Background: an optimization exercise with open tools, aiming at small area. Do not read the settings as production practice.
Only simulation tests tie the RTL to the original design; equivalence was not proved.
The clock input has no modelled driver; a real chip could not lean on it and would need a root buffer or a full tree.

`config.mk`:
```
export PLATFORM = sky130hd
export DESIGN_NAME = quadratic_sequence
export DESIGN_NICKNAME = quadratic_sequence
export VERILOG_FILES = /design/flow/design.v
export SDC_FILE = /design/flow/constraint.sdc
export NUM_CORES = 4
export LEC_CHECK = 0
export CAP_MARGIN = 20
export CORE_MARGIN = 2
export CORE_UTILIZATION = 40
export PLACE_DENSITY = 0.6
export SLEW_MARGIN = 20
```
`constraint.sdc`:
```
create_clock -name core_clock -period 80.0 [get_ports {i_clk}]
set_input_delay 16.0000 -clock core_clock [delete_from_list [all_inputs] [get_ports {i_clk}]]
set_output_delay 16.0000 -clock core_clock [all_outputs]
set_load 0.01 [all_outputs]
```
`design.v`:
```
module led_display (
    input  wire [3:0] v,
    output wire [6:0] seg1,    
    output reg  [6:0] seg2     
);
    assign seg1 = v[3] ? 7'b0111111 : 7'b1000000;
    always @(*) begin
        case (v[2:0])
            3'd0:    seg2 = v[3] ? 7'b0000000 : 7'b1000000;  
            3'd1:    seg2 = 7'b1111001;
            3'd2:    seg2 = 7'b0100100;
            3'd3:    seg2 = 7'b0110000;
            3'd4:    seg2 = 7'b0011001;
            3'd5:    seg2 = 7'b0010010;
            3'd6:    seg2 = 7'b0000010;
            default: seg2 = 7'b1111000;
        endcase
    end
endmodule
module quadratic_sequence (
    input  wire       i_clk,
    input  wire       i_rst_n,
    input  wire       i_write_en,
    input  wire       i_read_en,
    input  wire [4:0] i_data,
    output reg  [1:0] o_result,
    output wire [6:0] led1_data,
    output wire [6:0] led2_data,
    output wire [6:0] led1_A, led2_A, led1_B, led2_B, led1_C, led2_C
);
    localparam IDLE = 4'd0, GET_A = 4'd1, GET_B = 4'd2, GET_C = 4'd3,
               CALC_DELTA = 4'd4, CALC_SQRT = 4'd5, CALC_ROOTS = 4'd6,
               FINISH = 4'd7, READ_1 = 4'd8, READ_2 = 4'd9;
    reg [3:0] reg_A, reg_B, reg_C, o_data, state;
    reg w_prev, r_prev;
    wire w_press = ~i_write_en & ~w_prev;
    wire r_press = ~i_read_en & ~r_prev;
    wire [3:0] m = i_data[3:0];
    wire [2:0] m_mag = m[3] ? 3'd0 - m[2:0] : m[2:0];
    wire [3:0] coef = {i_data[4] ? (~m[3] & (m[2:0] != 3'd0)) : m[3],
                       m_mag | {3{i_data[4] & (m == 4'b1000)}}};
    wire a8 = reg_A[3] & (reg_A[2:0] == 3'd0);
    wire b8 = reg_B[3] & (reg_B[2:0] == 3'd0);
    wire c8 = reg_C[3] & (reg_C[2:0] == 3'd0);
    wire [3:0] ma = {a8, reg_A[2:0]}, mc = {c8, reg_C[2:0]};
    wire e = reg_B[0];
    wire [2:0] kap = {b8, reg_B[2:1]};
    reg [4:0] u;
    always @(*) begin
        case ({kap, e})
            4'b0000: u = 5'd0;
            4'b0001: u = 5'd0;
            4'b0010: u = 5'd1;
            4'b0011: u = 5'd2;
            4'b0100: u = 5'd4;
            4'b0101: u = 5'd6;
            4'b0110: u = 5'd9;
            4'b0111: u = 5'd12;
            default: u = 5'd16;
        endcase
    end
    wire [5:0] p3 = reg_A[2:0] * reg_C[2:0];
    wire [6:0] p = a8 ? (c8 ? 7'd64 : {1'b0, reg_C[2:0], 3'b0})
                      : (c8 ? {1'b0, reg_A[2:0], 3'b0} : {1'b0, p3});
    wire ac_neg = reg_A[3] ^ reg_C[3];
    wire [7:0] dp = ac_neg ? {3'b0, u} + {1'b0, p} : {3'b0, u} - {1'b0, p};
    wire delta_neg = dp[7];
    wire delta_nz = (dp != 8'd0) | e;
    reg [2:0] j;
    reg ok;
    always @(*) begin
        ok = 1'b1;
        j = 3'd0;
        case ({e, dp[6:0]})
            {1'b0, 7'd0}:  j = 3'd0;
            {1'b0, 7'd1}:  j = 3'd1;
            {1'b0, 7'd4}:  j = 3'd2;
            {1'b0, 7'd9}:  j = 3'd3;
            {1'b0, 7'd16}: j = 3'd4;
            {1'b0, 7'd25}: j = 3'd5;
            {1'b0, 7'd36}: j = 3'd6;
            {1'b0, 7'd49}: j = 3'd7;
            {1'b1, 7'd0}:  j = 3'd0;
            {1'b1, 7'd2}:  j = 3'd1;
            {1'b1, 7'd6}:  j = 3'd2;
            {1'b1, 7'd12}: j = 3'd3;
            {1'b1, 7'd20}: j = 3'd4;
            {1'b1, 7'd30}: j = 3'd5;
            {1'b1, 7'd42}: j = 3'd6;
            {1'b1, 7'd56}: j = 3'd7;
            default:       ok = 1'b0;
        endcase
    end
    wire sel = state[0];
    wire t = sel ^ reg_B[3];
    wire jlt = ~ac_neg;
    wire [2:0] jmk = jlt ? kap - j : j - kap;
    wire [3:0] h = ok ? (t ? j + kap + e : {1'b0, jmk}) : {1'b0, kap};
    wire m_neg = ok ? (~t & jlt) : ~t;
    reg [3:0] q;
    always @(*) begin
        case ({ma, h})
            {4'd0, 4'd0}: q = 4'd0;
            {4'd0, 4'd1}: q = 4'd0;
            {4'd0, 4'd2}: q = 4'd0;
            {4'd0, 4'd3}: q = 4'd0;
            {4'd0, 4'd4}: q = 4'd0;
            {4'd0, 4'd5}: q = 4'd0;
            {4'd0, 4'd6}: q = 4'd0;
            {4'd0, 4'd7}: q = 4'd0;
            {4'd0, 4'd8}: q = 4'd0;
            {4'd0, 4'd9}: q = 4'd0;
            {4'd0, 4'd10}: q = 4'd0;
            {4'd0, 4'd11}: q = 4'd0;
            {4'd0, 4'd12}: q = 4'd0;
            {4'd0, 4'd13}: q = 4'd0;
            {4'd0, 4'd14}: q = 4'd0;
            {4'd0, 4'd15}: q = 4'd0;
            {4'd1, 4'd0}: q = 4'd0;
            {4'd1, 4'd1}: q = 4'd1;
            {4'd1, 4'd2}: q = 4'd2;
            {4'd1, 4'd3}: q = 4'd3;
            {4'd1, 4'd4}: q = 4'd4;
            {4'd1, 4'd5}: q = 4'd5;
            {4'd1, 4'd6}: q = 4'd6;
            {4'd1, 4'd7}: q = 4'd7;
            {4'd1, 4'd8}: q = 4'd8;
            {4'd1, 4'd9}: q = 4'd9;
            {4'd1, 4'd10}: q = 4'd10;
            {4'd1, 4'd11}: q = 4'd11;
            {4'd1, 4'd12}: q = 4'd12;
            {4'd1, 4'd13}: q = 4'd13;
            {4'd1, 4'd14}: q = 4'd14;
            {4'd1, 4'd15}: q = 4'd15;
            {4'd2, 4'd0}: q = 4'd0;
            {4'd2, 4'd1}: q = 4'd0;
            {4'd2, 4'd2}: q = 4'd1;
            {4'd2, 4'd3}: q = 4'd1;
            {4'd2, 4'd4}: q = 4'd2;
            {4'd2, 4'd5}: q = 4'd2;
            {4'd2, 4'd6}: q = 4'd3;
            {4'd2, 4'd7}: q = 4'd3;
            {4'd2, 4'd8}: q = 4'd4;
            {4'd2, 4'd9}: q = 4'd4;
            {4'd2, 4'd10}: q = 4'd5;
            {4'd2, 4'd11}: q = 4'd5;
            {4'd2, 4'd12}: q = 4'd6;
            {4'd2, 4'd13}: q = 4'd6;
            {4'd2, 4'd14}: q = 4'd7;
            {4'd2, 4'd15}: q = 4'd7;
            {4'd3, 4'd0}: q = 4'd0;
            {4'd3, 4'd1}: q = 4'd0;
            {4'd3, 4'd2}: q = 4'd0;
            {4'd3, 4'd3}: q = 4'd1;
            {4'd3, 4'd4}: q = 4'd1;
            {4'd3, 4'd5}: q = 4'd1;
            {4'd3, 4'd6}: q = 4'd2;
            {4'd3, 4'd7}: q = 4'd2;
            {4'd3, 4'd8}: q = 4'd2;
            {4'd3, 4'd9}: q = 4'd3;
            {4'd3, 4'd10}: q = 4'd3;
            {4'd3, 4'd11}: q = 4'd3;
            {4'd3, 4'd12}: q = 4'd4;
            {4'd3, 4'd13}: q = 4'd4;
            {4'd3, 4'd14}: q = 4'd4;
            {4'd3, 4'd15}: q = 4'd5;
            {4'd4, 4'd0}: q = 4'd0;
            {4'd4, 4'd1}: q = 4'd0;
            {4'd4, 4'd2}: q = 4'd0;
            {4'd4, 4'd3}: q = 4'd0;
            {4'd4, 4'd4}: q = 4'd1;
            {4'd4, 4'd5}: q = 4'd1;
            {4'd4, 4'd6}: q = 4'd1;
            {4'd4, 4'd7}: q = 4'd1;
            {4'd4, 4'd8}: q = 4'd2;
            {4'd4, 4'd9}: q = 4'd2;
            {4'd4, 4'd10}: q = 4'd2;
            {4'd4, 4'd11}: q = 4'd2;
            {4'd4, 4'd12}: q = 4'd3;
            {4'd4, 4'd13}: q = 4'd3;
            {4'd4, 4'd14}: q = 4'd3;
            {4'd4, 4'd15}: q = 4'd3;
            {4'd5, 4'd0}: q = 4'd0;
            {4'd5, 4'd1}: q = 4'd0;
            {4'd5, 4'd2}: q = 4'd0;
            {4'd5, 4'd3}: q = 4'd0;
            {4'd5, 4'd4}: q = 4'd0;
            {4'd5, 4'd5}: q = 4'd1;
            {4'd5, 4'd6}: q = 4'd1;
            {4'd5, 4'd7}: q = 4'd1;
            {4'd5, 4'd8}: q = 4'd1;
            {4'd5, 4'd9}: q = 4'd1;
            {4'd5, 4'd10}: q = 4'd2;
            {4'd5, 4'd11}: q = 4'd2;
            {4'd5, 4'd12}: q = 4'd2;
            {4'd5, 4'd13}: q = 4'd2;
            {4'd5, 4'd14}: q = 4'd2;
            {4'd5, 4'd15}: q = 4'd3;
            {4'd6, 4'd0}: q = 4'd0;
            {4'd6, 4'd1}: q = 4'd0;
            {4'd6, 4'd2}: q = 4'd0;
            {4'd6, 4'd3}: q = 4'd0;
            {4'd6, 4'd4}: q = 4'd0;
            {4'd6, 4'd5}: q = 4'd0;
            {4'd6, 4'd6}: q = 4'd1;
            {4'd6, 4'd7}: q = 4'd1;
            {4'd6, 4'd8}: q = 4'd1;
            {4'd6, 4'd9}: q = 4'd1;
            {4'd6, 4'd10}: q = 4'd1;
            {4'd6, 4'd11}: q = 4'd1;
            {4'd6, 4'd12}: q = 4'd2;
            {4'd6, 4'd13}: q = 4'd2;
            {4'd6, 4'd14}: q = 4'd2;
            {4'd6, 4'd15}: q = 4'd2;
            {4'd7, 4'd0}: q = 4'd0;
            {4'd7, 4'd1}: q = 4'd0;
            {4'd7, 4'd2}: q = 4'd0;
            {4'd7, 4'd3}: q = 4'd0;
            {4'd7, 4'd4}: q = 4'd0;
            {4'd7, 4'd5}: q = 4'd0;
            {4'd7, 4'd6}: q = 4'd0;
            {4'd7, 4'd7}: q = 4'd1;
            {4'd7, 4'd8}: q = 4'd1;
            {4'd7, 4'd9}: q = 4'd1;
            {4'd7, 4'd10}: q = 4'd1;
            {4'd7, 4'd11}: q = 4'd1;
            {4'd7, 4'd12}: q = 4'd1;
            {4'd7, 4'd13}: q = 4'd1;
            {4'd7, 4'd14}: q = 4'd2;
            {4'd7, 4'd15}: q = 4'd2;
            {4'd8, 4'd0}: q = 4'd0;
            {4'd8, 4'd1}: q = 4'd0;
            {4'd8, 4'd2}: q = 4'd0;
            {4'd8, 4'd3}: q = 4'd0;
            {4'd8, 4'd4}: q = 4'd0;
            {4'd8, 4'd5}: q = 4'd0;
            {4'd8, 4'd6}: q = 4'd0;
            {4'd8, 4'd7}: q = 4'd0;
            {4'd8, 4'd8}: q = 4'd1;
            {4'd8, 4'd9}: q = 4'd1;
            {4'd8, 4'd10}: q = 4'd1;
            {4'd8, 4'd11}: q = 4'd1;
            {4'd8, 4'd12}: q = 4'd1;
            {4'd8, 4'd13}: q = 4'd1;
            {4'd8, 4'd14}: q = 4'd1;
            {4'd8, 4'd15}: q = 4'd1;
            {4'd9, 4'd0}: q = 4'd0;
            {4'd9, 4'd1}: q = 4'd0;
            {4'd9, 4'd2}: q = 4'd0;
            {4'd9, 4'd3}: q = 4'd0;
            {4'd9, 4'd4}: q = 4'd0;
            {4'd9, 4'd5}: q = 4'd0;
            {4'd9, 4'd6}: q = 4'd0;
            {4'd9, 4'd7}: q = 4'd0;
            {4'd9, 4'd8}: q = 4'd0;
            {4'd9, 4'd9}: q = 4'd1;
            {4'd9, 4'd10}: q = 4'd1;
            {4'd9, 4'd11}: q = 4'd1;
            {4'd9, 4'd12}: q = 4'd1;
            {4'd9, 4'd13}: q = 4'd1;
            {4'd9, 4'd14}: q = 4'd1;
            {4'd9, 4'd15}: q = 4'd1;
            {4'd10, 4'd0}: q = 4'd0;
            {4'd10, 4'd1}: q = 4'd0;
            {4'd10, 4'd2}: q = 4'd0;
            {4'd10, 4'd3}: q = 4'd0;
            {4'd10, 4'd4}: q = 4'd0;
            {4'd10, 4'd5}: q = 4'd0;
            {4'd10, 4'd6}: q = 4'd0;
            {4'd10, 4'd7}: q = 4'd0;
            {4'd10, 4'd8}: q = 4'd0;
            {4'd10, 4'd9}: q = 4'd0;
            {4'd10, 4'd10}: q = 4'd1;
            {4'd10, 4'd11}: q = 4'd1;
            {4'd10, 4'd12}: q = 4'd1;
            {4'd10, 4'd13}: q = 4'd1;
            {4'd10, 4'd14}: q = 4'd1;
            {4'd10, 4'd15}: q = 4'd1;
            {4'd11, 4'd0}: q = 4'd0;
            {4'd11, 4'd1}: q = 4'd0;
            {4'd11, 4'd2}: q = 4'd0;
            {4'd11, 4'd3}: q = 4'd0;
            {4'd11, 4'd4}: q = 4'd0;
            {4'd11, 4'd5}: q = 4'd0;
            {4'd11, 4'd6}: q = 4'd0;
            {4'd11, 4'd7}: q = 4'd0;
            {4'd11, 4'd8}: q = 4'd0;
            {4'd11, 4'd9}: q = 4'd0;
            {4'd11, 4'd10}: q = 4'd0;
            {4'd11, 4'd11}: q = 4'd1;
            {4'd11, 4'd12}: q = 4'd1;
            {4'd11, 4'd13}: q = 4'd1;
            {4'd11, 4'd14}: q = 4'd1;
            {4'd11, 4'd15}: q = 4'd1;
            {4'd12, 4'd0}: q = 4'd0;
            {4'd12, 4'd1}: q = 4'd0;
            {4'd12, 4'd2}: q = 4'd0;
            {4'd12, 4'd3}: q = 4'd0;
            {4'd12, 4'd4}: q = 4'd0;
            {4'd12, 4'd5}: q = 4'd0;
            {4'd12, 4'd6}: q = 4'd0;
            {4'd12, 4'd7}: q = 4'd0;
            {4'd12, 4'd8}: q = 4'd0;
            {4'd12, 4'd9}: q = 4'd0;
            {4'd12, 4'd10}: q = 4'd0;
            {4'd12, 4'd11}: q = 4'd0;
            {4'd12, 4'd12}: q = 4'd1;
            {4'd12, 4'd13}: q = 4'd1;
            {4'd12, 4'd14}: q = 4'd1;
            {4'd12, 4'd15}: q = 4'd1;
            {4'd13, 4'd0}: q = 4'd0;
            {4'd13, 4'd1}: q = 4'd0;
            {4'd13, 4'd2}: q = 4'd0;
            {4'd13, 4'd3}: q = 4'd0;
            {4'd13, 4'd4}: q = 4'd0;
            {4'd13, 4'd5}: q = 4'd0;
            {4'd13, 4'd6}: q = 4'd0;
            {4'd13, 4'd7}: q = 4'd0;
            {4'd13, 4'd8}: q = 4'd0;
            {4'd13, 4'd9}: q = 4'd0;
            {4'd13, 4'd10}: q = 4'd0;
            {4'd13, 4'd11}: q = 4'd0;
            {4'd13, 4'd12}: q = 4'd0;
            {4'd13, 4'd13}: q = 4'd1;
            {4'd13, 4'd14}: q = 4'd1;
            {4'd13, 4'd15}: q = 4'd1;
            {4'd14, 4'd0}: q = 4'd0;
            {4'd14, 4'd1}: q = 4'd0;
            {4'd14, 4'd2}: q = 4'd0;
            {4'd14, 4'd3}: q = 4'd0;
            {4'd14, 4'd4}: q = 4'd0;
            {4'd14, 4'd5}: q = 4'd0;
            {4'd14, 4'd6}: q = 4'd0;
            {4'd14, 4'd7}: q = 4'd0;
            {4'd14, 4'd8}: q = 4'd0;
            {4'd14, 4'd9}: q = 4'd0;
            {4'd14, 4'd10}: q = 4'd0;
            {4'd14, 4'd11}: q = 4'd0;
            {4'd14, 4'd12}: q = 4'd0;
            {4'd14, 4'd13}: q = 4'd0;
            {4'd14, 4'd14}: q = 4'd1;
            {4'd14, 4'd15}: q = 4'd1;
            {4'd15, 4'd0}: q = 4'd0;
            {4'd15, 4'd1}: q = 4'd0;
            {4'd15, 4'd2}: q = 4'd0;
            {4'd15, 4'd3}: q = 4'd0;
            {4'd15, 4'd4}: q = 4'd0;
            {4'd15, 4'd5}: q = 4'd0;
            {4'd15, 4'd6}: q = 4'd0;
            {4'd15, 4'd7}: q = 4'd0;
            {4'd15, 4'd8}: q = 4'd0;
            {4'd15, 4'd9}: q = 4'd0;
            {4'd15, 4'd10}: q = 4'd0;
            {4'd15, 4'd11}: q = 4'd0;
            {4'd15, 4'd12}: q = 4'd0;
            {4'd15, 4'd13}: q = 4'd0;
            {4'd15, 4'd14}: q = 4'd0;
            {4'd15, 4'd15}: q = 4'd1;
            default: q = 4'd0;
        endcase
    end
    wire rneg = reg_A[3] ^ sel ^ m_neg;
    wire [2:0] wq = q[3] ? 3'd0 - q[2:0] : q[2:0];
    wire rs = (q == 4'd0) ? 1'b0 : (rneg ? ~(q[3] & (q[2:0] != 3'd0)) : q[3]);
    wire [3:0] root = {rs, wq};
    led_display d_data (.v(o_data), .seg1(led1_data), .seg2(led2_data));
    led_display d_a    (.v(reg_A),  .seg1(led1_A),    .seg2(led2_A));
    led_display d_b    (.v(reg_B),  .seg1(led1_B),    .seg2(led2_B));
    led_display d_c    (.v(reg_C),  .seg1(led1_C),    .seg2(led2_C));
    always @(posedge i_clk or negedge i_rst_n) begin
        if (!i_rst_n) begin
            reg_A <= 0; reg_B <= 0; reg_C <= 0; o_data <= 0;
            o_result <= 0; state <= IDLE; w_prev <= 0; r_prev <= 0;
        end else begin
            w_prev <= ~i_write_en;
            r_prev <= ~i_read_en;
            case (state)
                IDLE:
                    if (r_press) begin
                        if (o_result[1]) state <= READ_1;
                    end else if (w_press) begin
                        reg_A <= coef; state <= GET_A;
                    end
                GET_A: if (w_press) begin reg_B <= coef; state <= GET_B; end
                GET_B: if (w_press) begin reg_C <= coef; state <= GET_C; end
                GET_C: state <= CALC_DELTA;
                CALC_DELTA: state <= CALC_SQRT;
                CALC_SQRT: state <= CALC_ROOTS;
                CALC_ROOTS: state <= FINISH;
                FINISH: begin
                    o_result <= {~delta_neg, delta_nz};
                    state <= IDLE;
                end
                READ_1: begin
                    o_data <= root;
                    if (r_press) state <= o_result[0] ? READ_2 : IDLE;
                end
                READ_2: begin
                    o_data <= root;
                    if (r_press) state <= IDLE;
                end
                default: state <= IDLE;
            endcase
        end
    end
endmodule
```
`flow/run.sh`:
```
#!/bin/bash
set -euo pipefail
WORK=$PWD
export MY_ABC_DIR=$WORK/flow
export FLOW_SYNTH_TCL=$WORK/synth_recipe.tcl
CTS="-sink_clustering_enable -repair_clock_nets -dont_use_dummy_load"
if [[ -f $WORK/flow/cts_args ]]; then CTS=$(cat $WORK/flow/cts_args); fi
bash standard.sh ADDER_MAP_FILE= SYNTH_SCRIPT=$WORK/flow/synth.tcl \
  "BUFFER_PORTS_ARGS=-buffer_cell sky130_fd_sc_hd__buf_1" \
  "CTS_ARGS=$CTS" finish > $WORK/standard.log 2>&1
```
`flow/abc_p0.script`:
```
strash
&get -n
&deepsyn -J 200 -S 0
&put
dch
amap
topo
```
`flow/abc_p1.script`:
```
strash
&get -n
&deepsyn -J 200 -S 1
&put
dch
amap
topo
```
`flow/abc_p2.script`:
```
strash
&get -n
&deepsyn -J 200 -S 2
&put
dch
amap
topo
```
`flow/abc_p3.script`:
```
strash
&get -n
&deepsyn -J 200 -S 3
&put
dch
amap
topo
```
`flow/abc_p4.script`:
```
strash
&get -n
&deepsyn -J 200 -S 4
&put
dch
amap
topo
```
`flow/abc_p5.script`:
```
strash
&get -n
&deepsyn -J 200 -S 5
&put
dch
amap
topo
```
`flow/abc_p6.script`:
```
strash
&get -n
&deepsyn -J 200 -S 6
&put
dch
amap
topo
```
`flow/abc_p7.script`:
```
strash
&get -n
&deepsyn -J 200 -S 7
&put
dch
amap
topo
```
`flow/abc_t0.script`:
```
strash
&get -n
&deepsyn -J 200 -t -S 0
&put
dch
amap
topo
```
`flow/abc_t1.script`:
```
strash
&get -n
&deepsyn -J 200 -t -S 1
&put
dch
amap
topo
```
`flow/abc_t2.script`:
```
strash
&get -n
&deepsyn -J 200 -t -S 2
&put
dch
amap
topo
```
`flow/abc_t3.script`:
```
strash
&get -n
&deepsyn -J 200 -t -S 3
&put
dch
amap
topo
```
`flow/abc_t4.script`:
```
strash
&get -n
&deepsyn -J 200 -t -S 4
&put
dch
amap
topo
```
`flow/abc_t5.script`:
```
strash
&get -n
&deepsyn -J 200 -t -S 5
&put
dch
amap
topo
```
`flow/abc_t6.script`:
```
strash
&get -n
&deepsyn -J 200 -t -S 6
&put
dch
amap
topo
```
`flow/abc_t7.script`:
```
strash
&get -n
&deepsyn -J 200 -t -S 7
&put
dch
amap
topo
```
`flow/synth.tcl`:
```
# The standard flow's synthesis script (synth_recipe.tcl) unchanged, except for the abc calls:
# each abc call maps the combinational logic with every script flow/abc_*.script in turn,
# starting from the same netlist, and keeps the result with the smallest cell area.
proc abc {args} {
  set i [lsearch -exact $args -script]
  if {$i >= 0} { set args [lreplace $args $i [expr {$i + 1}]] }
  set lib ""
  set j [lsearch -exact $args -liberty]
  if {$j >= 0} { set lib [lindex $args [expr {$j + 1}]] }
  design -save my_pre_abc
  set best ""
  set best_area 0
  foreach scr [lsort [glob $::env(MY_ABC_DIR)/abc_*.script]] {
    design -load my_pre_abc
    yosys abc -script $scr {*}$args
    set report [tee -q -s result.string stat -liberty $lib]
    if {![regexp {Chip area for module '[^']*': ([0-9.]+)} $report -> area]} { error "no area for $scr" }
    puts "abc script [file tail $scr]: cell area $area"
    if {$best eq "" || $area < $best_area} {
      set best $scr
      set best_area $area
      design -save my_best_abc
    }
  }
  puts "abc: kept [file tail $best], cell area $best_area"
  design -load my_best_abc
}
source $::env(FLOW_SYNTH_TCL)
```
`standard.sh`:
```
#!/bin/bash
# synth_recipe.tcl (not shown) runs the flow's synth.tcl, then flattens the netlist and writes it again
# the make line also repeats each setting of config.mk as NAME=value (left out here)
make -C /OpenROAD-flow-scripts/flow DESIGN_CONFIG=/design/flow/config.mk WORK_HOME=/design/flow/orfs CLKGATE_MAP_FILE= SYNTH_SCRIPT=/design/flow/synth_recipe.tcl "${@:-finish}"
```
==> out/results.ini, run 1 <==
[global_routing]
grt_pass1_vias=2121
gr-total-overflow=0
track_usage_pct=20.31
grt_max_degree=25
grt_first_pass_wirelength_mm=10.03
grt_antenna_before_repair=0

[logic_synthesis]
syn_inst=340
yosysUniqueCellTypes=32
yosysMostFrequentCell=nor2_1
synth_top_area_share_pct=27.10
synth-seq-cells=24
synth_top_cells_by_count=71 x nor2_1, 48 x clkinv_1, 28 x o21ai_0
synth_nets=349
synth_edf_count=0
ys_async_sr_fraction_pct=100.0
synthTopCellsByArea=dfrtp_1 27%, nor2_1 12%, buf_4 8.1%
synth_top_area_cell=dfrtp_1
synth.avg_cell_area_um2=6.517
synthFlopType=dfrtp_1
yosysWarningCount=2
synth_area_um2=2216
ys_seq_area_share_pct=27.10

[drt]
drc=0
viasPerCell=5.330
ant_nets=0
via_count=2441
routedWlPerCell_um=13.15
drtIter0Drc=131
wirelength_mm=6.023
dr.pass1.iters=4

[cts]
postCtsSetupBuffers=0
clk_latency_ps=270
hold_buffers=0
cts_buffers=3
cts_tree=built
clockRootBuffer=clkbuf_8
path_clk_slew_ps=90
cts.repair.resized=0
cts_sinks=24
clock_path_buffers=2
htree_levels=1

[layout]
num-nets-final=397
antenna_cells_inserted=0
drive_gt1_share_pct=1.036
final_cell_area_um2=2422
post-route-util_pct=44.54
synthToLayoutAreaGrowth_pct=9.317

[hold_path]
hp-class=reg2reg

[setup_path]
crit_fanout=9
cp_slowest_cell=dfrtp_1
path_class=reg2out
max_stage_delay_ps=520
cp_cell_sequence=clkinv_1 -> nor2_1 -> clkinv_1 -> o21ai_0 -> buf_1
crit_required_ps=64000
crit_top_cell=clkinv_1
crit_buf_inv=3
worstPathArrival_ps=1930
start_kind=register
crit_family=buffers and inverters
cp-end-kind=primary output

[timing]
finalMaxSlewViolations=0
setup-violations-final=0
tns_ps=0
skew_ps=14.96
hold_violations=0
rsz0062_at_grt=false
post-route-period-util_pct=22.41
fmax_mhz=55.77
worstMarginPinSlew_ps=774.0
fin_crit_ps=17930
setup_ws_ps=62070
relSlewSlack_pct=48.40

[placed_design]
io_buffers=66
dp_slack_ps=62390
place.gp.congestion=0.8619
postPlaceCellArea_um2=2381
dp_hpwl_mm=4.812

[floorplan]
io-pin-count=67
die_x_um=78.43
die_area_um2=6151
core_um2=5439
rows=27
initial_core_util_pct=40.74
die_y_um=78.43

[job]
drv_cap=0

[run_status]
status=no timing/DRC/antenna violations

-- per-stage QoR --
| step | hold WS [ps] | cells |
|---|---|---|
| 4_1_cts | 596.5 | 458 |
| 3_3_place_gp | 572.1 | 455 |
| 5_1_grt | 629.2 | 458 |
| 2_1_floorplan | 536.5 | 340 |
| 6_report | 593.7 | 458 |
| 3_5_place_dp | 575.4 | 455 |
-- layout make-up --
| type | count | area [µm²] |
|---|---|---|
| inverter | 48 | 180.2 |
| clock buffer | 3 | 41.29 |
| multi-input combinational | 244 | 1255 |
| fill | 587 | 3017 |
| sequential | 24 | 600.6 |
| tap | 72 | 90.09 |
| timing repair buffer | 67 | 255.2 |
-- layout by cell type, fill, tap and decap left out, types with 2 or more instances in the layout --
| cell type | instances |
|---|---|
| a2111oi_0 | 2 |
| a21o_1 | 2 |
| a21oi_1 | 27 |
| a22oi_1 | 2 |
| a31oi_1 | 6 |
| buf_1 | 66 |
| clkbuf_8 | 3 |
| clkinv_1 | 48 |
| dfrtp_1 | 24 |
| nand2_1 | 24 |
| nand3_1 | 3 |
| nor2_1 | 71 |
| nor2b_1 | 3 |
| nor3_1 | 16 |
| o211ai_1 | 2 |
| o21a_1 | 9 |
| o21ai_0 | 28 |
| o221ai_1 | 3 |
| o22ai_1 | 26 |
| or2_0 | 4 |
| or3_1 | 4 |
-- logic make-up (layout without fill, tap and decap cells) --
| logic type | count (synthesis) | after routing | synth area share, % |
|---|---|---|---|
| AO/OA/AOI/OAI | 118 | 118 | 32.86 |
| flip-flops | 24 | 24 | 27.10 |
| buffers and inverters | 72 | 118 | 16.26 |
| AND/OR/NAND/NOR | 126 | 126 | 23.77 |
-- path summary, 6_finish.rpt --
check	from	end	slack [ps]	cells after the start
worst max register to register	reg_A[1]	o_data[3]	72310	38
worst min-delay path	state[2]	state[2]	590	1
max in group asynchronous	i_rst_n	reg_B[0]	64050	2
worst max-delay path	reg_B[2]	led2_B[6]	62070	5
worst min register to register	state[2]	state[2]	590	1
min in group asynchronous	i_rst_n	state[3]	15690	2
-- flip-flops by register name, summed over array words and instances, names as in the netlist --
signal / cells
reg_A: 4
o_result: 2
state: 4
reg_C: 4
reg_B: 4
r_prev: 1
w_prev: 1
o_data: 4
-- routing by layer --
metal  GRT usage, %  wire, µm  vias to the layer above  share of wire [%]
li1               -         -                     1280                  -
met1          30.21      2998                     1077                 50
met2          32.07      2642                       76                 44
met3          1.379       302                        8                5.0
met4          5.088        80                        0                1.3
met5              0         0                        -                  0
==> run 2, diff against run 1 <==
==> flow/abc_p00.script (new file) <==
strash
&get -n
&deepsyn -J 200 -S 0
&put
dch
amap
topo
==> flow/abc_p01.script (new file) <==
strash
&get -n
&deepsyn -J 200 -S 1
&put
dch
amap
topo
==> flow/abc_p02.script (new file) <==
strash
&get -n
&deepsyn -J 200 -S 2
&put
dch
amap
topo
==> flow/abc_p03.script (new file) <==
strash
&get -n
&deepsyn -J 200 -S 3
&put
dch
amap
topo
==> flow/abc_p04.script (new file) <==
strash
&get -n
&deepsyn -J 200 -S 4
&put
dch
amap
topo
==> flow/abc_p05.script (new file) <==
strash
&get -n
&deepsyn -J 200 -S 5
&put
dch
amap
topo
==> flow/abc_p06.script (new file) <==
strash
&get -n
&deepsyn -J 200 -S 6
&put
dch
amap
topo
==> flow/abc_p07.script (new file) <==
strash
&get -n
&deepsyn -J 200 -S 7
&put
dch
amap
topo
==> flow/abc_p08.script (new file) <==
strash
&get -n
&deepsyn -J 200 -S 8
&put
dch
amap
topo
==> flow/abc_p09.script (new file) <==
strash
&get -n
&deepsyn -J 200 -S 9
&put
dch
amap
topo
==> flow/abc_p10.script (new file) <==
strash
&get -n
&deepsyn -J 200 -S 10
&put
dch
amap
topo
==> flow/abc_p11.script (new file) <==
strash
&get -n
&deepsyn -J 200 -S 11
&put
dch
amap
topo
==> flow/abc_t00.script (new file) <==
strash
&get -n
&deepsyn -J 200 -t -S 0
&put
dch
amap
topo
==> flow/abc_t01.script (new file) <==
strash
&get -n
&deepsyn -J 200 -t -S 1
&put
dch
amap
topo
==> flow/abc_t02.script (new file) <==
strash
&get -n
&deepsyn -J 200 -t -S 2
&put
dch
amap
topo
==> flow/abc_t03.script (new file) <==
strash
&get -n
&deepsyn -J 200 -t -S 3
&put
dch
amap
topo
==> flow/abc_t04.script (new file) <==
strash
&get -n
&deepsyn -J 200 -t -S 4
&put
dch
amap
topo
==> flow/abc_t05.script (new file) <==
strash
&get -n
&deepsyn -J 200 -t -S 5
&put
dch
amap
topo
==> flow/abc_t06.script (new file) <==
strash
&get -n
&deepsyn -J 200 -t -S 6
&put
dch
amap
topo
==> flow/abc_t07.script (new file) <==
strash
&get -n
&deepsyn -J 200 -t -S 7
&put
dch
amap
topo
==> flow/abc_t08.script (new file) <==
strash
&get -n
&deepsyn -J 200 -t -S 8
&put
dch
amap
topo
==> flow/abc_t09.script (new file) <==
strash
&get -n
&deepsyn -J 200 -t -S 9
&put
dch
amap
topo
==> flow/abc_t10.script (new file) <==
strash
&get -n
&deepsyn -J 200 -t -S 10
&put
dch
amap
topo
==> flow/abc_t11.script (new file) <==
strash
&get -n
&deepsyn -J 200 -t -S 11
&put
dch
amap
topo
removed: flow/abc_p0.script
removed: flow/abc_p1.script
removed: flow/abc_p2.script
removed: flow/abc_p3.script
removed: flow/abc_p4.script
removed: flow/abc_p5.script
removed: flow/abc_p6.script
removed: flow/abc_p7.script
removed: flow/abc_t0.script
removed: flow/abc_t1.script
removed: flow/abc_t2.script
removed: flow/abc_t3.script
removed: flow/abc_t4.script
removed: flow/abc_t5.script
removed: flow/abc_t6.script
removed: flow/abc_t7.script
==> run 2 against run 1 <==
  * Critical path type unchanged
  * Count of clock-buffer cells in the layout did not move
  * Worst hold slack got worse by 48 ps
  * Largest cell class unchanged
  * Cell count rose by 0.87%
==> out/results.ini, run 2 <==
[drt]
wirelength_mm=6.258  ; was 6.023 mm
dr.pass1.iters=4  ; unchanged
routedWlPerCell_um=13.55  ; was 13.15 µm
drc=0  ; unchanged
drtIter0Drc=131  ; unchanged
viasPerCell=5.452  ; was 5.330
via_count=2519  ; was 2441
ant_nets=0  ; unchanged

[job]
drv_cap=0  ; unchanged

[logic_synthesis]
synth-seq-cells=24  ; unchanged
synth.avg_cell_area_um2=6.420  ; was 6.517 µm²
yosysMostFrequentCell=nor2_1  ; unchanged
synthFlopType=dfrtp_1  ; unchanged
synth_top_area_share_pct=27.20  ; was 27.10%
synthTopCellsByArea=dfrtp_1 27%, nor2_1 12%, o21ai_0 8.8%  ; was dfrtp_1 27%, nor2_1 12%, buf_4 8.1%
yosysUniqueCellTypes=31  ; was 32
synth-xor-area-share_pct=0.3966  ; was 0%
yosysWarningCount=2  ; unchanged
synth_compound_area_share_pct=30.20  ; was 32.86%
syn_inst=344  ; was 340
synth-simple-area-share_pct=26.40  ; was 23.77%
synth_edf_count=0  ; unchanged
synth_top_family_by_area=compound AO/OA/AOI/OAI gates  ; unchanged
synth_area_um2=2208  ; was 2216 µm²
muxShareOfSynthArea_pct=0  ; unchanged
synth_fa_ha_area_share_pct=0  ; unchanged
synth_top_cells_by_count=70 x nor2_1, 45 x clkinv_1, 42 x nand2_1  ; was 71 x nor2_1, 48 x clkinv_1, 28 x o21ai_0
ys_async_sr_fraction_pct=100.0  ; unchanged
ys_seq_area_share_pct=27.20  ; was 27.10%
synth_top_area_cell=dfrtp_1  ; unchanged
synth_nets=353  ; was 349

[setup_path]
cp-end-kind=primary output  ; unchanged
crit_fanout=9  ; unchanged
reg2reg_depth=41  ; was 38
cp_cell_sequence=clkinv_1 -> nor2_1 -> clkinv_1 -> nand3_1 -> o21ai_0 -> nor2_1 -> buf_1  ; was clkinv_1 -> nor2_1 -> clkinv_1 -> o21ai_0 -> buf_1
max_stage_delay_ps=450  ; was 520 ps
cp_slowest_cell=dfrtp_1  ; unchanged
crit_required_ps=64000  ; about the same
worstPathArrival_ps=1920  ; was 1930 ps
start_kind=register  ; unchanged
crit_family=buffers and inverters  ; unchanged
crit_cells=7  ; was 5
path_class=reg2out  ; unchanged
crit_buf_inv=3  ; unchanged

[cts]
clk_latency_ps=270  ; about the same
cts.repair.resized=0  ; unchanged
htree_levels=1  ; unchanged
hold_buffers=0  ; unchanged
cts_sinks=24  ; unchanged
clock_path_buffers=2  ; unchanged
path_clk_slew_ps=90  ; about the same
cts_tree=built  ; unchanged
cts_buffers=3  ; unchanged
postCtsSetupBuffers=0  ; unchanged
clockRootBuffer=clkbuf_8  ; unchanged

[run_status]
status=no timing/DRC/antenna violations  ; unchanged

[floorplan]
io-pin-count=67  ; unchanged
die_y_um=78.30  ; was 78.43 µm
die_area_um2=6131  ; was 6151 µm²
core_um2=5405  ; was 5439 µm²
die_x_um=78.30  ; was 78.43 µm
rows=27  ; unchanged
initial_core_util_pct=40.86  ; was 40.74%

[layout]
num-nets-final=401  ; was 397
final_common_cell=nor2_1  ; unchanged
antenna_cells_inserted=0  ; unchanged
post-route-util_pct=44.68  ; was 44.54%
synthToLayoutAreaGrowth_pct=9.349  ; was 9.317%
final_cell_mix=70 x nor2_1, 66 x buf_1, 45 x clkinv_1, 42 x nand2_1, 39 x o21ai_0  ; was 71 x nor2_1, 66 x buf_1, 48 x clkinv_1, 28 x o21ai_0, 27 x a21oi_1
drive_gt1_share_pct=1.026  ; was 1.036%
fillers=576  ; was 587

[timing]
hold_violations=0  ; unchanged
tns_ps=0  ; unchanged
post-route-period-util_pct=22.40  ; was 22.41%
worstMarginPinSlew_ps=593.6  ; was 774.0 ps
fmax_mhz=55.79  ; was 55.77 MHz
skew_ps=13.86  ; was 14.96 ps
setup-violations-final=0  ; unchanged
rsz0062_at_grt=false  ; unchanged
fin_crit_ps=17920  ; was 17930 ps
finalMaxSlewViolations=0  ; unchanged
relSlewSlack_pct=60.09  ; was 48.40%

[hold_path]
hold_path_depth=1  ; unchanged
hp-class=reg2reg  ; unchanged

[global_routing]
gr-total-overflow=0  ; unchanged
track_usage_pct=20.76  ; was 20.31%
grt_max_degree=25  ; unchanged
grt_pass1_vias=2174  ; was 2121
grt_first_pass_wirelength_mm=10.34  ; was 10.03 mm
grt_antenna_before_repair=0  ; unchanged

[placed_design]
place.gp.congestion=0.9489  ; was 0.8619
io_buffers=66  ; unchanged
dp_hpwl_mm=5.030  ; was 4.812 mm

==> run 2: changes by cell type after synthesis, moves of 3 or more <==
cell,delta
nand2_1,+18
o21ai_0,+11
o22ai_1,-8
a21oi_1,-7
o21a_1,-7
nor3_1,-6
nand3_1,+4
a31oi_1,-3
clkinv_1,-3
or3_1,-3
==> run 2: worst register-to-register path, delay by kind of cell (launching register included) <==
family	cells	cell delay (ps)
AO/OA/AOI/OAI	22	4550
buffers and inverters	4	930
flip-flops	1	540
AND/OR/NAND/NOR	15	2100
==> run 2: cells by family after synthesis <==
group | after synthesis
DFF | 24
and+or+nand+nor | 141
xor gates and xnor gates | 1
AOI/OAI and AO/OA | 109
buffers and inverters | 69
==> run 2: metal layers <==
layer	track usage, %	part of all wire [%]	up-vias
met5	0	0	-
met4	5.439	1.5	0
met3	1.839	7.9	11
met2	32.50	44	98
met1	30.66	47	1137
li1	-	-	1273
==> run 2: final cells by class <==
type	instances	area, µm²	area share (%)
flip-flops and latches	24	600.6	24.87
inverters	45	168.9	6.995
repair buffers	67	255.2	10.57
multi-input cells	251	1259	52.12
well taps	72	90.09	3.731
clock buffers	3	41.29	1.710
==> run 2: worst paths after layout <==
check	from	to	slack [ps]
max	reg_A[2]	led2_A[1]	62080
min	state[3]	state[2]	550
max reg2reg	reg_A[3]	o_data[3]	71740
min reg2reg	state[3]	state[2]	550
max in group asynchronous	i_rst_n	r_prev	64060
min in group asynchronous	i_rst_n	reg_A[0]	15690
==> run 2: per-stage QoR <==
stage               hold WS, ps  cells  area, µm²  setup slack [ps]
global route              595.4    462       2415             61840
detailed placement        519.5    459       2374             62400
floorplan                 480.3    344       2208             62540
CTS                       536.1    462       2415             62090
finish                    545.4    462       2415             62080
global placement          527.0    459       2374             62440
==> run 3, diff against run 2 <==
--- a/design.v
+++ b/design.v
@@ -93,7 +93,7 @@
     end
     wire sel = state[0];
     wire t = sel ^ reg_B[3];
-    wire jlt = ~ac_neg;
+    wire jlt = j < kap;
     wire [2:0] jmk = jlt ? kap - j : j - kap;
     wire [3:0] h = ok ? (t ? j + kap + e : {1'b0, jmk}) : {1'b0, kap};
     wire m_neg = ok ? (~t & jlt) : ~t;
==> run 3 against run 2 <==
  * Synthesized cell count fell by 1.2%
  * Count of clock-buffer cells in the layout did not move
  * Critical path type unchanged
==> out/results.ini, run 3 <==
[logic_synthesis]
synth_top_area_share_pct=27.48  ; was 27.20%
ys_async_sr_fraction_pct=100.0  ; unchanged
synth-seq-cells=24  ; unchanged
synth_edf_count=0  ; unchanged
synth_top_cells_by_count=83 x nor2_1, 49 x clkinv_1, 32 x o21ai_0  ; was 70 x nor2_1, 45 x clkinv_1, 42 x nand2_1
synth_area_um2=2186  ; was 2208 µm²
synth_nets=349  ; was 353
ys_seq_area_share_pct=27.48  ; was 27.20%
yosysWarningCount=2  ; unchanged
yosysUniqueCellTypes=34  ; was 31
synth_top_area_cell=dfrtp_1  ; unchanged
yosysMostFrequentCell=nor2_1  ; unchanged
synthTopCellsByArea=dfrtp_1 27%, nor2_1 14%, clkinv_1 8.4%  ; was dfrtp_1 27%, nor2_1 12%, o21ai_0 8.8%
synthFlopType=dfrtp_1  ; unchanged
synth.avg_cell_area_um2=6.429  ; was 6.420 µm²
syn_inst=340  ; was 344

[global_routing]
gr-total-overflow=0  ; unchanged
grt_antenna_before_repair=0  ; unchanged
track_usage_pct=20.57  ; was 20.76%
grt_first_pass_wirelength_mm=10.34  ; about the same
grt_pass1_vias=2217  ; was 2174
grt_max_degree=25  ; unchanged

[cts]
hold_buffers=0  ; unchanged
htree_levels=1  ; unchanged
clock_path_buffers=2  ; unchanged
cts_buffers=3  ; unchanged
cts_tree=built  ; unchanged
clk_latency_ps=260  ; was 270 ps
clockRootBuffer=clkbuf_8  ; unchanged
path_clk_slew_ps=80  ; was 90 ps
cts_sinks=24  ; unchanged
postCtsSetupBuffers=0  ; unchanged
cts.repair.resized=0  ; unchanged

[floorplan]
die_area_um2=6072  ; was 6131 µm²
rows=26  ; was 27
die_x_um=77.93  ; was 78.30 µm
die_y_um=77.93  ; was 78.30 µm
core_um2=5205  ; was 5405 µm²
io-pin-count=67  ; unchanged
initial_core_util_pct=42.00  ; was 40.86%

[timing]
finalMaxSlewViolations=0  ; unchanged
setup-violations-final=0  ; unchanged
fmax_mhz=56.15  ; was 55.79 MHz
tns_ps=0  ; unchanged
worstMarginPinSlew_ps=727.7  ; was 593.6 ps
skew_ps=7.079  ; was 13.86 ps
rsz0062_at_grt=false  ; unchanged
fin_crit_ps=17810  ; was 17920 ps
hold_slack_ps=562.0  ; was 545.4 ps
post-route-period-util_pct=22.26  ; was 22.40%
relSlewSlack_pct=51.04  ; was 60.09%
setup_ws_ps=62190  ; was 62080 ps
hold_violations=0  ; unchanged

[layout]
synthToLayoutAreaGrowth_pct=9.330  ; was 9.349%
fillers=583  ; was 576
final_common_cell=nor2_1  ; unchanged
post-route-util_pct=45.91  ; was 44.68%
final_cell_area_um2=2390  ; was 2415 µm²
multi_input_area_um2=1221  ; was 1259 µm²
register_area_um2=600.6  ; unchanged
antenna_cells_inserted=0  ; unchanged
final_cells=456  ; was 462
num-nets-final=397  ; was 401
final_cell_mix=83 x nor2_1, 66 x buf_1, 49 x clkinv_1, 32 x o21ai_0, 26 x nand2_1  ; was 70 x nor2_1, 66 x buf_1, 45 x clkinv_1, 42 x nand2_1, 39 x o21ai_0
drive_gt1_share_pct=1.036  ; was 1.026%

[placed_design]
dp_slack_ps=62470  ; was 62400 ps
dp_cells=453  ; was 459
dp_hpwl_mm=4.830  ; was 5.030 mm
place.gp.congestion=0.8498  ; was 0.9489
postPlaceCellArea_um2=2349  ; was 2374 µm²
io_buffers=66  ; unchanged

[job]
drv_cap=0  ; unchanged

[setup_path]
crit_required_ps=64000  ; about the same
crit_fanout=7  ; was 9
worstPathArrival_ps=1810  ; was 1920 ps
cp-end-kind=primary output  ; unchanged
path_class=reg2out  ; unchanged
start_kind=register  ; unchanged
rrSetupSlack_ps=71750  ; was 71740 ps

[drt]
drtIter0Drc=161  ; was 131
via_count=2483  ; was 2519
dr.pass1.iters=4  ; unchanged
viasPerCell=5.445  ; was 5.452
drc=0  ; unchanged
routedWlPerCell_um=13.25  ; was 13.55 µm
ant_nets=0  ; unchanged
wirelength_mm=6.043  ; was 6.258 mm

[hold_path]
hp-class=reg2reg  ; unchanged

[run_status]
status=no timing/DRC/antenna violations  ; unchanged

run 3: cell types whose count changed in the layout (fill, tap and decap cells not counted), moves of 3 or more:
cell      previous run  this run
o21a_1               2         5
o221ai_1             4         1
o22ai_1             18        22
nor2_1              70        83
clkinv_1            45        49
or2_0                5         1
nand2_1             42        26
a31oi_1              3         7
o21ai_0             39        32
run 3: path summary, 6_finish.rpt:
kind                             startpoint   endpoint  cells after the start
worst max-delay path               reg_C[1]  led2_C[1]                      7
worst min-delay path            o_result[1]   state[3]                      1
worst max register to register     reg_A[0]  o_data[3]                     38
worst min register to register  o_result[1]   state[3]                      1
max in group asynchronous           i_rst_n   state[0]                      2
min in group asynchronous           i_rst_n  o_data[0]                      2
run 3: cell families (layout without fill, tap and decap cells):
kind of cell    after synthesis  after routing  share of synthesized area, %
simple gates                136            136                         25.64
buf+inv                      73            119                         16.66
compound gates              107            107                         30.22
flops                        24             24                         27.48
run 3: critical path, cell delays in order (launching register included):
cell	delay [ps]
dfrtp_1	450
clkinv_1	250
nor2_1	230
nor3_1	90
a21oi_1	180
clkinv_1	100
nor2_1	90
buf_1	160
run 3: metal layers:
metal	wire (µm)	track usage (%)	share of wire (%)
met5	0	0	0
met4	14	2.456	0.23
met3	477	3.256	7.9
met2	2646	33.62	44
met1	2905	29.51	48
run 3: cell type report:
class | count | area share (%)
well taps | 70 | 3.665
inverters | 49 | 7.696
flip-flops and latches | 24 | 25.13
multi-input cells | 243 | 51.10
repair buffers | 67 | 10.68
clock buffers | 3 | 1.728
==> run 4, diff against run 3 <==
--- a/flow/run.sh
+++ b/flow/run.sh
@@ -7,4 +7,4 @@
 if [[ -f $WORK/flow/cts_args ]]; then CTS=$(cat $WORK/flow/cts_args); fi
 bash standard.sh ADDER_MAP_FILE= SYNTH_SCRIPT=$WORK/flow/synth.tcl \
   "BUFFER_PORTS_ARGS=-buffer_cell sky130_fd_sc_hd__buf_1" \
-  "CTS_ARGS=$CTS" finish > $WORK/standard.log 2>&1
+  "CTS_ARGS=$CTS" POST_CTS_TCL=$WORK/flow/post_cts.tcl finish > $WORK/standard.log 2>&1
==> flow/post_cts.tcl (new file) <==
# After clock tree synthesis: the tree for this small design is one root buffer and two
# leaf buffers. Drive every clock sink from the root buffer instead (upsized to clkbuf_16),
# remove the leaf buffers, and legalize the placement again.
set block [ord::get_db_block]
set root [$block findInst clkbuf_0_i_clk]
if { $root != "NULL" } {
  set root_net [[$root findITerm X] getNet]
  foreach leaf [$block getInsts] {
    set name [$leaf getName]
    if { ![string match "clkbuf_1_*_i_clk" $name] } { continue }
    set leaf_net [[$leaf findITerm X] getNet]
    foreach it [$leaf_net getITerms] {
      if { [$it getInst] != $leaf } {
        $it disconnect
        $it connect $root_net
      }
    }
    [$leaf findITerm A] disconnect
    [$leaf findITerm X] disconnect
    odb::dbInst_destroy $leaf
    odb::dbNet_destroy $leaf_net
    puts "post_cts: removed clock buffer $name"
  }
  replace_cell [$root getName] sky130_fd_sc_hd__clkbuf_16
  estimate_parasitics -placement
  detailed_placement
  check_placement -verbose
  report_clock_skew
}
==> run 4 against run 3 <==
  * Wire length decreased by 0.30%
  * Via count increased by 1.5%
  * Register-to-register slack about the same
  * Clock skew decreased by 3.3 ps
  * Highest routed layer unchanged
==> out/results.ini, run 4 <==
[timing]
tns_ps=0  ; unchanged
relSlewSlack_pct=51.01  ; was 51.04%
fin_crit_ps=17720  ; was 17810 ps
fmax_mhz=56.42  ; was 56.15 MHz
setup_ws_ps=62280  ; was 62190 ps
rsz0062_at_grt=false  ; unchanged
skew_ps=3.753  ; was 7.079 ps
worstMarginPinSlew_ps=728.2  ; was 727.7 ps
setup-violations-final=0  ; unchanged
finalMaxSlewViolations=0  ; unchanged
post-route-period-util_pct=22.15  ; was 22.26%
hold_violations=0  ; unchanged

[setup_path]
worstReg2RegStart=reg_A[0]  ; unchanged
path_class=reg2out  ; unchanged
crit_fanout=7  ; unchanged
reg2reg_depth=37  ; was 38
crit_required_ps=64000  ; about the same
cp-end-kind=primary output  ; unchanged
cp_cell_sequence=clkinv_1 -> nor2_1 -> nor3_1 -> a21oi_1 -> clkinv_1 -> nor2_1 -> buf_1  ; unchanged
rrSetupSlack_ps=71760  ; was 71750 ps
r2r_end=o_data[3]  ; unchanged
crit_start=reg_C[1]  ; unchanged
worstPathArrival_ps=1720  ; was 1810 ps
start_kind=register  ; unchanged
cp_slowest_cell=dfrtp_1  ; unchanged
max_stage_delay_ps=460  ; was 450 ps

[global_routing]
grt_first_pass_wirelength_mm=10.28  ; was 10.34 mm
gr-total-overflow=0  ; unchanged
track_usage_pct=21.57  ; was 20.57%
grt_antenna_before_repair=0  ; unchanged
grt_max_degree=25  ; unchanged
grt_pass1_vias=2210  ; was 2217

[cts]
cts_sinks=24  ; unchanged
path_clk_slew_ps=90  ; was 80 ps
clk_latency_ps=160  ; was 260 ps

[floorplan]
core_um2=5205  ; unchanged
die_x_um=77.93  ; unchanged
initial_core_util_pct=42.00  ; unchanged
io-pin-count=67  ; unchanged
die_y_um=77.93  ; unchanged
rows=26  ; unchanged
die_area_um2=6072  ; unchanged

[hold_path]
hp-class=reg2reg  ; unchanged
min-delay-start=o_result[1]  ; unchanged
holdPathEnd=state[3]  ; unchanged
hold_path_depth=1  ; unchanged

[placed_design]
io_buffers=66  ; unchanged
dp_hpwl_mm=4.830  ; unchanged
dp_slack_ps=62470  ; unchanged
place.gp.congestion=0.8498  ; unchanged

[job]
drv_cap=0  ; unchanged

[logic_synthesis]
synth_edf_count=0  ; unchanged
ys_async_sr_fraction_pct=100.0  ; unchanged
synthTopCellsByArea=dfrtp_1 27%, nor2_1 14%, clkinv_1 8.4%  ; unchanged
synth.avg_cell_area_um2=6.429  ; unchanged
synth-seq-cells=24  ; unchanged
syn_inst=340  ; unchanged
yosysMostFrequentCell=nor2_1  ; unchanged
synth_top_area_cell=dfrtp_1  ; unchanged
yosysUniqueCellTypes=34  ; unchanged
synthFlopType=dfrtp_1  ; unchanged
yosysWarningCount=2  ; unchanged
synth_top_cells_by_count=83 x nor2_1, 49 x clkinv_1, 32 x o21ai_0  ; unchanged
synth_area_um2=2186  ; unchanged
synth_nets=349  ; unchanged
ys_seq_area_share_pct=27.48  ; unchanged
synth_top_area_share_pct=27.48  ; unchanged

[layout]
final_cell_mix=83 x nor2_1, 66 x buf_1, 49 x clkinv_1, 32 x o21ai_0, 26 x nand2_1  ; unchanged
antenna_cells_inserted=0  ; unchanged
register_area_um2=600.6  ; unchanged
fillers=583  ; unchanged
post-route-util_pct=45.60  ; was 45.91%
multi_input_area_um2=1221  ; unchanged
synthToLayoutAreaGrowth_pct=8.586  ; was 9.330%
num-nets-final=395  ; was 397
drive_gt1_share_pct=0.5208  ; was 1.036%
final_common_cell=nor2_1  ; unchanged

[drt]
drc=0  ; unchanged
viasPerCell=5.551  ; was 5.445
routedWlPerCell_um=13.27  ; was 13.25 µm
dr.pass1.iters=6  ; was 4
via_count=2520  ; was 2483
ant_nets=0  ; unchanged
wirelength_mm=6.025  ; was 6.043 mm
drtIter0Drc=199  ; was 161

[run_status]
status=no timing/DRC/antenna violations  ; unchanged

[run 4: area by class of cell]
cell class	count	area share (%)
clock buffer	1	1.054
timing repair buffer	67	10.75
multi-input combinational	243	51.45
sequential	24	25.30
inverter	49	7.749
tap	70	3.690
[run 4: metrics by stage]
| stage | area [µm²] | cells | hold slack [ps] |
|---|---|---|---|
| after floorplan | 2186 | 340 | 533.1 |
| after global placement | 2349 | 453 | 546.7 |
| after detailed placement | 2349 | 453 | 549.9 |
| after global routing | 2374 | 454 | 587.8 |
| final | 2374 | 454 | 562.3 |
[run 4: kinds of logic after synthesis]
group	Yosys count	share of synthesized area [%]
simple gates	136	25.64
compound gates	107	30.22
buf+inv	73	16.66
flops	24	27.48
[run 4: critical path, delay by kind of cell (launching register included)]
family / cells / cell delay [ps]
flip-flops: 1 / 460
buffers and inverters: 3 / 510
AO/OA/AOI/OAI: 1 / 180
AND/OR/NAND/NOR: 3 / 410
[run 4: worst max-delay path by stage]
stage | to | cells past startpoint
2_1_floorplan | led2_B[1] | 5
3_3_place_gp | led2_B[1] | 6
3_5_place_dp | reg_C[2] | 5
5_1_grt | led2_C[1] | 7
6_report | led2_C[1] | 7
[run 4: routing by layer]
metal / global-route usage (%) / vias up / wire (µm)
met3: 2.093 / 6 / 512
met2: 35.52 / 130 / 2653
met1: 31.47 / 1129 / 2835
met4: 2.807 / 0 / 25
li1: - / 1255 / -
met5: 0 / - / 0
==> run 5, diff against run 4 <==
--- a/design.v
+++ b/design.v
@@ -93,7 +93,7 @@
     end
     wire sel = state[0];
     wire t = sel ^ reg_B[3];
-    wire jlt = j < kap;
+    wire jlt = ~ac_neg;
     wire [2:0] jmk = jlt ? kap - j : j - kap;
     wire [3:0] h = ok ? (t ? j + kap + e : {1'b0, jmk}) : {1'b0, kap};
     wire m_neg = ok ? (~t & jlt) : ~t;
--- a/flow/run.sh
+++ b/flow/run.sh
@@ -1,7 +1,7 @@
 #!/bin/bash
 set -euo pipefail
 WORK=$PWD
-export MY_ABC_DIR=$WORK/flow
+export MY_ABC_SCRIPT=$WORK/flow/abc.script
 export FLOW_SYNTH_TCL=$WORK/synth_recipe.tcl
 CTS="-sink_clustering_enable -repair_clock_nets -dont_use_dummy_load"
 if [[ -f $WORK/flow/cts_args ]]; then CTS=$(cat $WORK/flow/cts_args); fi
==> flow/abc.script (new file) <==
strash
&get -n
&deepsyn -J 200
&put
dch
amap
topo
--- a/flow/post_cts.tcl
+++ b/flow/post_cts.tcl
@@ -21,7 +21,7 @@
     odb::dbNet_destroy $leaf_net
     puts "post_cts: removed clock buffer $name"
   }
-  replace_cell [$root getName] sky130_fd_sc_hd__clkbuf_16
+  replace_cell $root sky130_fd_sc_hd__clkbuf_16
   estimate_parasitics -placement
   detailed_placement
   check_placement -verbose
==> flow/synth.tcl (replaced) <==
# The standard flow's synthesis script (synth_recipe.tcl) unchanged, except that every abc call
# runs flow/abc.script instead of ORFS's abc script.
proc abc {args} {
  set i [lsearch -exact $args -script]
  if {$i >= 0} { set args [lreplace $args $i [expr {$i + 1}] -script $::env(MY_ABC_SCRIPT)] }
  yosys abc {*}$args
}
source $::env(FLOW_SYNTH_TCL)
removed: flow/abc_p00.script
removed: flow/abc_p01.script
removed: flow/abc_p02.script
removed: flow/abc_p03.script
removed: flow/abc_p04.script
removed: flow/abc_p05.script
removed: flow/abc_p06.script
removed: flow/abc_p07.script
removed: flow/abc_p08.script
removed: flow/abc_p09.script
removed: flow/abc_p10.script
removed: flow/abc_p11.script
removed: flow/abc_t00.script
removed: flow/abc_t01.script
removed: flow/abc_t02.script
removed: flow/abc_t03.script
removed: flow/abc_t04.script
removed: flow/abc_t05.script
removed: flow/abc_t06.script
removed: flow/abc_t07.script
removed: flow/abc_t08.script
removed: flow/abc_t09.script
removed: flow/abc_t10.script
removed: flow/abc_t11.script
==> run 5 against run 4 <==
  * Synthesized cell count up 3.5%
  * Area after synthesis up 3.7%
  * The run now fails in 4_1_cts
==> out/results.ini, run 5 <==
[run_status]
status=did not finish  ; was no timing/DRC/antenna violations
haltStage=4_1_cts
error=[ERROR STA-0124] instance type 'odb__dbInst' is not an instance.

[logic_synthesis]
synth_nets=361  ; was 349
synth_area_um2=2266  ; was 2186 µm²
synth_edf_count=0  ; unchanged
synth_top_area_cell=dfrtp_1  ; unchanged
synth.avg_cell_area_um2=6.437  ; was 6.429 µm²
yosysWarningCount=2  ; unchanged
synth_top_area_share_pct=26.50  ; was 27.48%
yosysUniqueCellTypes=37  ; was 34
ys_seq_area_share_pct=26.50  ; was 27.48%
synthTopCellsByArea=dfrtp_1 27%, nor2_1 14%, buf_4 8.0%  ; was dfrtp_1 27%, nor2_1 14%, clkinv_1 8.4%
synth_top_cells_by_count=84 x nor2_1, 46 x clkinv_1, 29 x a21oi_1  ; was 83 x nor2_1, 49 x clkinv_1, 32 x o21ai_0
synthFlopType=dfrtp_1  ; unchanged
yosysMostFrequentCell=nor2_1  ; unchanged
syn_inst=352  ; was 340
synth-seq-cells=24  ; unchanged
ys_async_sr_fraction_pct=100.0  ; unchanged

[floorplan]
die_y_um=79.27  ; was 77.93 µm
die_x_um=79.27  ; was 77.93 µm
io-pin-count=67  ; unchanged
rows=27  ; was 26
initial_core_util_pct=41.40  ; was 42.00%

[placed_design]
io_buffers=66  ; unchanged
dp_hpwl_mm=5.006  ; was 4.830 mm
postPlaceCellArea_um2=2431  ; was 2349 µm²
place.gp.congestion=0.9317  ; was 0.8498

[cts]
cts_sinks=24  ; unchanged

run 5: how the worst min path moves through the flow:
stage	to	slack, ps	depth (start not counted)
global placement	o_result[0]	530	1
detailed placement	state[3]	540	1
floorplan	state[0]	540	1
run 5: stage by stage:
stage               instances  setup slack, ps
detailed placement        467            62350
global placement          467            62410
floorplan                 352            62320
run 5: kinds of logic after synthesis:
| logic type | after synthesis | share of synthesized area [%] |
|---|---|---|
| AOI/OAI and AO/OA | 109 | 30.09 |
| and+or+nand+nor | 149 | 27.83 |
| buffers and inverters | 70 | 15.57 |
| DFF | 24 | 26.50 |
==> run 6, diff against run 5 <==
--- a/flow/post_cts.tcl
+++ b/flow/post_cts.tcl
@@ -21,7 +21,7 @@
     odb::dbNet_destroy $leaf_net
     puts "post_cts: removed clock buffer $name"
   }
-  replace_cell $root sky130_fd_sc_hd__clkbuf_16
+  replace_cell [$root getName] sky130_fd_sc_hd__clkbuf_16
   estimate_parasitics -placement
   detailed_placement
   check_placement -verbose
==> run 6 against run 5 <==
  * The run now finishes clean
  * Synthesized cell count stayed put
  * Area after synthesis stayed put
==> out/results.ini, run 6 <==
[run_status]
status=no timing/DRC/antenna violations  ; was did not finish

[setup_path]
cp_cell_sequence=nor2_1 -> clkinv_1 -> nor2_1 -> clkinv_1 -> o21ai_0 -> or2_0 -> nor2_1 -> nor2_1 -> buf_1
rrSetupSlack_ps=72590
worstPathArrival_ps=1860
reg2reg_depth=33
cp-end-kind=primary output
crit_buf_inv=3
path_class=reg2out
crit_top_cell=nor2_1
r2r_end=o_data[3]
max_stage_delay_ps=460
start_kind=register
crit_family=simple AND/OR/NAND/NOR gates
cp_slowest_cell=dfrtp_1
worstReg2RegStart=reg_A[0]
crit_fanout=7
crit_required_ps=64000
crit_cells=9

[hold_path]
hold_path_depth=1
hp-class=reg2reg
holdPathEnd=state[3]
min-delay-start=o_result[1]

[global_routing]
grt_first_pass_wirelength_mm=9.860
grt-busiest-layer=met2
use_met3_pct=1.591
grt_pass1_vias=2152
track_usage_pct=21.12
gr-total-overflow=0
grt_max_degree=25
grt_antenna_before_repair=0
grt_util_met2_pct=35.59
gr-usage-met1_pct=30.24

[logic_synthesis]
synth-seq-cells=24  ; unchanged
synth.avg_cell_area_um2=6.437  ; unchanged
synthFlopType=dfrtp_1  ; unchanged
synth_top_cells_by_count=84 x nor2_1, 46 x clkinv_1, 29 x a21oi_1  ; unchanged
yosysUniqueCellTypes=37  ; unchanged
synth_nets=361  ; unchanged
synthTopCellsByArea=dfrtp_1 27%, nor2_1 14%, buf_4 8.0%  ; unchanged
syn_inst=352  ; unchanged
synth_edf_count=0  ; unchanged
synth_top_area_share_pct=26.50  ; unchanged
yosysWarningCount=2  ; unchanged
synth_top_area_cell=dfrtp_1  ; unchanged
yosysMostFrequentCell=nor2_1  ; unchanged
ys_async_sr_fraction_pct=100.0  ; unchanged
synth_area_um2=2266  ; unchanged
ys_seq_area_share_pct=26.50  ; unchanged

[drt]
routedWlPerCell_um=13.24
viasPerCell=5.506
dr.pass1.iters=5
drtIter0Drc=209
wirelength_mm=6.195
drc=0
ant_nets=0
via_count=2577

[layout]
drive_gt1_share_pct=0.5051
post-route-util_pct=44.88
num-nets-final=407
final_common_cell=nor2_1
final_cell_mix=84 x nor2_1, 66 x buf_1, 46 x clkinv_1, 29 x a21oi_1
fillers=616
synthToLayoutAreaGrowth_pct=8.393
antenna_cells_inserted=0

[timing]
fin_crit_ps=17860
fmax_mhz=55.98
worstMarginPinSlew_ps=683.8
setup-violations-final=0
relSlewSlack_pct=54.41
skew_ps=3.513
rsz0062_at_grt=false
post-route-period-util_pct=22.33
tns_ps=0
finalMaxSlewViolations=0
hold_slack_ps=551.4
hold_violations=0

[placed_design]
io_buffers=66  ; unchanged
place.gp.congestion=0.9317  ; unchanged
dp_hpwl_mm=5.006  ; unchanged

[floorplan]
core_um2=5473
io-pin-count=67  ; unchanged
die_area_um2=6283
rows=27  ; unchanged
initial_core_util_pct=41.40  ; unchanged
die_y_um=79.27  ; unchanged
die_x_um=79.27  ; unchanged

[cts]
cts_sinks=24  ; unchanged
path_clk_slew_ps=100
clk_latency_ps=160

[job]
drv_cap=0

-- run 6: cell counts after synthesis --
Identical to the previous run, type by type.
-- run 6: cells by family after synthesis --
logic type	count (synthesis)	synth area share [%]
DFF	24	26.50
buffers and inverters	70	15.57
AOI/OAI and AO/OA	109	30.09
and+or+nand+nor	149	27.83
-- run 6: how the worst max path moves through the flow --
stage                  start         to  slack (ps)
finish              reg_A[1]  led2_A[5]       62140
global route        reg_A[1]  led2_A[5]       61910
detailed placement  reg_A[1]  led2_A[5]       62350
global placement    reg_A[1]  led2_A[5]       62410
floorplan           reg_A[1]  led2_A[5]       62320
-- run 6: metrics by stage --
step           setup slack (ps)  area, µm²  instances
5_1_grt                   61910       2456        468
2_1_floorplan             62320       2266        352
6_report                  62140       2456        468
3_3_place_gp              62410       2431        467
3_5_place_dp              62350       2431        467
-- run 6: per-layer routing --
metal / part of all wire [%] / wire length, µm
met5: 0 / 0
met4: 1.1 / 70
met2: 48 / 2952
met3: 8.1 / 500
met1: 43 / 2672
-- run 6: worst register-to-register path: cells and delay by family, from the launching register on --
family / cells / cell delay, ps
buffers and inverters: 4 / 1000
and+or+nand+nor: 12 / 2460
AOI/OAI and AO/OA: 17 / 3420
DFF: 1 / 450
-- run 6: cell type report --
cell class              count  area, µm²  share of cell area, %
clock buffers               1      25.02                  1.019
multi-input cells         258       1313                  53.44
well taps                  72      90.09                  3.668
inverters                  46      172.7                  7.030
flip-flops and latches     24      600.6                  24.45
repair buffers             67      255.2                  10.39

[afterwards: timing with drivers on the ports]
The flow's constraints put no driver on any port. The routed layouts listed below were extracted and timed again, unchanged, in two steps. Step 1 (the two cells are an assumption about what drives the block):
set clk [get_ports {i_clk}]
set_driving_cell -lib_cell sky130_fd_sc_hd__clkbuf_16 $clk
set_driving_cell -lib_cell sky130_fd_sc_hd__buf_2 [delete_from_list [all_inputs] $clk]
Step 2 moves the port delays by t, midway between the first and last clock arrival at a register: inputs arrive t later, outputs are due t later. That takes back most of the time a late clock gives input paths. Three values: ideal ports, drivers, drivers and shift; two values: the first two.
run	t, ns	slack for setup (ns)	hold WS [ns]	worst slew at a driven data input, ns
run 1	0.287	62.070 / 62.047 / 62.334	0.594 / 0.594 / 0.594	0.03
run 2	0.286	62.077 / 62.051 / 62.337	0.545 / 0.545 / 0.545	0.03
run 3	0.282	62.190 / 62.167 / 62.449	0.562 / 0.562 / 0.562	0.03
run 4	0.182	62.276 / 62.248 / 62.415	0.562 / 0.562 / 0.562	0.03
run 6	0.189	62.137 / 62.107 / 62.296	0.551 / 0.551 / 0.551	0.03
After both steps setup and hold are still met in every run listed.
